What follows belongs to an exercise in optimizing a design on an open flow for small area; a production flow would make more cautious choices. Where RTL was checked, it was by simulation tests only, not by an equivalence proof against the original. The clock input has no modelled driver; a real chip could not lean on it and would need a root buffer or a full tree. Power and IR drop assume default switching activity.

Design uart_vector_processor, start of the top module:
module uart_vector_processor #(
    parameter int BIT_RATE = 115200,
    parameter int CLK_FREQ = 1_843_200,
    parameter int MAX_VECT_SIZE = 8,
    parameter int MAX_MAT_ROWS = 4,
    parameter int MAX_MAT_COLS = 4
)(
    input wire clk,
    input wire resetn,
    input wire uart_rx,
    output wire uart_tx,
    output wire led_busy,
    output wire led_rx_active,
    output wire led_tx_active,
    output wire led_error
);
    localparam [2:0] S_IDLE = 3'b000,    
                     S_SZ   = 3'b001,    
                     S_OP1  = 3'b010,    
                     S_OP2  = 3'b011,    
                     S_TX   = 3'b100,    
                     S_ERR  = 3'b101;    
    reg [2:0] st;
    reg       frm;           
    reg [7:0] fc;            
    reg [3:0] ph;            
    reg [3:0] w;             
    reg [1:0] bi;            
    reg [3:0] L;             
    reg [1:0] op;            
    reg       c;             
    reg       dA;            
    reg       bcur;          
    reg       act;           
    reg       txo;           
  ...
==> module uart_vector_processor, before the edit <==
module uart_vector_processor #(
    parameter int BIT_RATE = 115200,
    parameter int CLK_FREQ = 1_843_200,
    parameter int MAX_VECT_SIZE = 8,
    parameter int MAX_MAT_ROWS = 4,
    parameter int MAX_MAT_COLS = 4
)(
    input wire clk,
    input wire resetn,
    input wire uart_rx,
    output wire uart_tx,
    output wire led_busy,
    output wire led_rx_active,
    output wire led_tx_active,
    output wire led_error
);
    localparam [2:0] S_IDLE = 3'b000,    
                     S_SZ   = 3'b001,    
                     S_OP1  = 3'b010,    
                     S_OP2  = 3'b011,    
                     S_TX   = 3'b100,    
                     S_ERR  = 3'b101;    
    reg [2:0] st;
    reg       frm;           
    reg [7:0] fc;            
    reg [3:0] ph;            
    reg [3:0] w;             
    reg [1:0] bi;            
    reg [3:0] L;             
    reg [1:0] op;            
    reg       c;             
    reg       dA;            
    reg       bcur;          
    reg       act;           
    reg       txo;           
    wire [3:0] m = fc[7:4];
    wire s_idle = (st == S_IDLE);
    wire s_sz   = (st == S_SZ);
    wire s_op1  = (st == S_OP1);
    wire s_op2  = (st == S_OP2);
    wire is_tx  = (st == S_TX);
    wire is_err = (st == S_ERR);
    wire is_mat = ~op[1] & ~op[0];
    wire is_dot = op[1] & op[0];
    wire muldot = op[1];
    reg [15:0] rE [0:15];
    reg [15:0] rO [0:15];
    wire [2:0] yidx = w[2:0] & {3{~is_dot}};
    wire XE_lo = rE[{1'b0, w[2:0]}][0];
    wire XO_lo = rO[{1'b0, w[2:0]}][0];
    wire YE = rE[{1'b1, yidx}][0];
    wire YO = rO[{1'b1, yidx}][0];
    wire XE = w[3] ? YE : XE_lo;
    wire XO = w[3] ? YO : XO_lo;
    wire [2:0] bb = {1'b0, bi} + {1'b0, is_tx & is_dot, is_tx & op[1] & ~op[0]};
    wire bitwin = frm & ~m[3];                           
    wire hit    = bitwin & (ph == {bb[1:0], m[2:1]});    
    wire s15    = &ph;
    wire fend   = frm & s15 & m[3] & (m[0] == is_tx);
    wire rxstart = ~frm & ~uart_rx;
    wire txstart = ~frm & is_tx & s15;
    wire rx   = uart_rx;
    wire rxop = frm & ~is_tx;
    wire rhit = hit & rxop;
    wire [2:0] k = m[2:0];
    wire XR   = m[0] ? XO : XE;                          
    wire cin_add = c & ~((bi == 2'd0) & (k == 3'd0));
    wire nb   = s_op1 ? rx : (XR ^ rx ^ cin_add);
    wire cadd = (XR & rx) | (cin_add & (XR ^ rx));
    wire pass   = act;
    wire pfirst = (ph == 4'd0);
    wire cin_m  = c & ~pfirst;
    wire t0 = bcur & XE;
    wire s0 = YE ^ t0 ^ cin_m;
    wire c1 = (YE & t0) | (cin_m & (YE ^ t0));
    wire t1 = bcur & XO;
    wire s1 = YO ^ t1 ^ c1;
    wire c2 = (YO & t1) | (c1 & (YO ^ t1));
    wire capv = ~bb[2] & (muldot ? (m[0] ? YO : YE) : XR);
    wire wrX  = pass | (rhit & (s_op1 | (s_op2 & ~muldot)));
    wire wrY  = pass | (s_op1 & muldot);
    wire XdE = pass ? (dA & ~pfirst) : (m[0] ? XE : nb);
    wire XdO = pass ? XE : (m[0] ? nb : XO);
    wire YdE = pass & s0;
    wire YdO = pass & s1;
    wire UdE = is_mat ? XdE : YdE;
    wire UdO = is_mat ? XdO : YdO;
    genvar gi;
    generate
        for (gi = 0; gi < 16; gi = gi + 1) begin : g_slot
            wire we;
            wire dE, dO;
            if (gi < 8) begin : g_lo
                assign we = wrX & (w == gi);
                assign dE = XdE;
                assign dO = XdO;
            end else begin : g_hi
                assign we = (wrX & (w == gi)) | (wrY & (yidx == gi - 8));
                assign dE = UdE;
                assign dO = UdO;
            end
            always @(posedge clk) begin
                rE[gi] <= {we ? dE : rE[gi][0], rE[gi][15:1]};
                rO[gi] <= {we ? dO : rO[gi][0], rO[gi][15:1]};
            end
        end
    endgenerate
    wire skip = is_mat & (w[1:0] == L[1:0]);
    wire [3:0] wnx = (w | {2'b00, skip, skip}) + 4'd1;
    wire last = (w == L);
    wire brin = (k == 3'd0) | c;
    wire dbit = rx ^ brin;
    always @(posedge clk) begin
        ph <= ph + 4'd1;
        fc <= rxstart ? 8'hF1 : txstart ? 8'h00 : fc + 8'd1;
        dA <= XO;
        if (pass) begin
            c  <= c2;
        end else if (rhit) begin
            c <= s_sz ? (brin & ~rx) : cadd;
        end
        if (rhit & s_idle) begin
            if (k == 3'd0) op[0] <= rx;
            if (k == 3'd1) op[1] <= rx;
        end
        if (rhit & s_sz & (bi == 2'd0) & ~k[2] & (~k[1] | ~is_mat)) begin
            if (is_mat & w[0]) L <= {L[3:2], dbit, L[1]};
            else               L <= {dbit, L[3:1]};
        end
        if (is_tx) begin
            if (hit) bcur <= capv;
        end else if (s15)
            bcur <= rx;
        if (s15)
            act <= bitwin & rxop & s_op2 & muldot;
        if (fend) begin
            if (s_idle) begin
                bi <= 2'd0;
                w  <= 4'd0;
            end else begin
                bi <= bi + 2'd1;
                if (bi == 2'd3)
                    w <= s_sz ? {3'b000, is_mat & ~w[0]} : (last ? 4'd0 : wnx);
            end
        end
    end
    always @(posedge clk or negedge resetn) begin
        if (!resetn) begin
            st  <= S_IDLE;
            frm <= 1'b0;
            txo <= 1'b1;
        end else begin
            if (rxstart | txstart) frm <= 1'b1;
            else if (fend)         frm <= 1'b0;
            if (s15)
                txo <= ~txstart & ~(is_tx & bitwin & ~(hit ? capv : bcur));
            if (rhit & s_idle & (k[2] | k[1]) & (rx ^ (~k[2] & ~k[0] & is_mat)))
                st <= S_ERR;
            else if (fend & (bi == 2'd3 | s_idle)) begin
                case (st)
                    S_IDLE: st <= S_SZ;
                    S_SZ:   if (~(is_mat & ~w[0])) st <= S_OP1;
                    S_OP1:  if (last) st <= S_OP2;
                    S_OP2:  if (last) st <= S_TX;
                    S_TX:   if (last | is_dot) st <= S_IDLE;
                    default: ;
                endcase
            end
        end
    end
    assign uart_tx       = txo;
    assign led_tx_active = is_tx;
    assign led_rx_active = ~st[2] & (st[1] | st[0]);
    assign led_busy      = led_rx_active | is_tx;
    assign led_error     = is_err;
endmodule
==> flow/config.mk <==
export PLATFORM = sky130hd
export DESIGN_NAME = uart_vector_processor
export DESIGN_NICKNAME = uart_vector_processor
export VERILOG_FILES = /design/flow/design.v
export SDC_FILE = /design/flow/constraint.sdc
export NUM_CORES = 8
export LEC_CHECK = 0
export CAP_MARGIN = 20
export CORE_MARGIN = 2
export CORE_UTILIZATION = 40
export CTS_CLUSTER_DIAMETER = 100
export CTS_CLUSTER_SIZE = 35
export SLEW_MARGIN = 20
==> flow/constraint.sdc <==
create_clock -name core_clock -period 100.0 [get_ports {clk}]
set_input_delay 20.0000 -clock core_clock [delete_from_list [all_inputs] [get_ports {clk}]]
set_output_delay 20.0000 -clock core_clock [all_outputs]
set_load 0.01 [all_outputs]
standard.sh (not shown) runs the stock make flow with config.mk's settings and CLKGATE_MAP_FILE= SYNTH_SCRIPT=/design/flow/synth_recipe.tcl, a recipe that flattens the netlist after the stock synthesis.
==> flow/flow/run.sh <==
#!/bin/bash
# Own layout flow: the standard ORFS flow (standard.sh), with
#  - synthesis unchanged except that ABC maps the logic with an area-oriented
#    script (flow/abc_area.script) instead of ORFS's speed script; registers
#    are mapped before ABC runs, so they are the standard synthesis's;
#  - smaller port buffers, no CTS dummy loads, buf_12 clock buffers, and the
#    clock tree's intermediate level removed (root buffer drives the leaf
#    buffers directly).
# Each tool's output goes to a log file in the work folder (and ORFS's own
# logs under orfs/logs).
set -euo pipefail
W=$(pwd)

# ORFS scripts, with ABC's script replaced
rm -rf "$W/scripts_area"
cp -r "$FLOW_HOME/scripts" "$W/scripts_area"
cp "$W/flow/abc_area.script" "$W/scripts_area/abc_speed.script"

bash standard.sh SCRIPTS_DIR="$W/scripts_area" synth > "$W/synth.log" 2>&1

export BUFFER_PORTS_ARGS="-buffer_cell sky130_fd_sc_hd__buf_1"
export CTS_ARGS="-sink_clustering_enable -repair_clock_nets -sink_clustering_size 33 -sink_clustering_max_diameter 100 -dont_use_dummy_load -buf_list sky130_fd_sc_hd__buf_12"
bash standard.sh cts > "$W/place_cts.log" 2>&1

CTS_ODB=$(ls -d "$W"/orfs/results/*/uart_vector_processor/base)/4_cts.odb
CTS_ODB="$CTS_ODB" openroad -no_init -exit "$W/flow/flatten_ctree.tcl" > "$W/flatten_ctree.log" 2>&1

bash standard.sh > "$W/layout.log" 2>&1
Other scripts of this flow, unchanged in this note and not shown: flow/flow/abc_area.script, flow/flow/flatten_ctree.tcl
Change:
--- a/flow/design.v
+++ b/flow/design.v
@@ -58,5 +58,5 @@
     wire s15    = &ph;
     wire fend   = frm & s15 & m[3] & (m[0] == is_tx);
-    wire rxstart = ~frm & ~uart_rx;
+    wire rxstart = ~frm & ~uart_rx & ~is_err & ~is_tx;
     wire txstart = ~frm & is_tx & s15;
     wire rx   = uart_rx;
Synthesized area hardly moves.
Global-route usage went down by 0.30 points.
Combinational power stays flat.
Routed wire length went down by 3.3%.
Sequential cell count does not change.
Worst hold slack improves by 0.021 ns.
Sequential power stays flat.
Count of clock-buffer cells in the layout does not change.
Worst setup slack degrades by 0.12 ns.
The RTL of the first run of this note was laid out without a check of its function.

## what the ideal ports hide
Ports are ideal in the flow. The routed layouts listed here were re-timed in OpenROAD.
Step 1, drivers: a clkbuf_16 drives clk and a buf_2 each remaining input, both assumed.
Step 2, shift: input delay + t, output delay - t, t = (earliest + latest rising clock arrival at the registers) / 2. This alone moves slack from input paths to output paths.
a / b / c = ideal ports / drivers / drivers and shift; a / b = the first two.
| run | t, ns | slack for setup (ns) | worst setup path after step 2 | cell pins on the clock port's net |
|---|---|---|---|---|
| the first run | 0.513 | 77.529 / 77.553 / 77.040 | input to register | 1 |
| the second run | 0.510 | 77.411 / 77.429 / 76.918 | input to register | 1 |
After both steps every run listed still meets setup and hold. The setup slack of the second run, which loses most, moves by +0.018 ns with the drivers and by -0.493 ns with both steps.
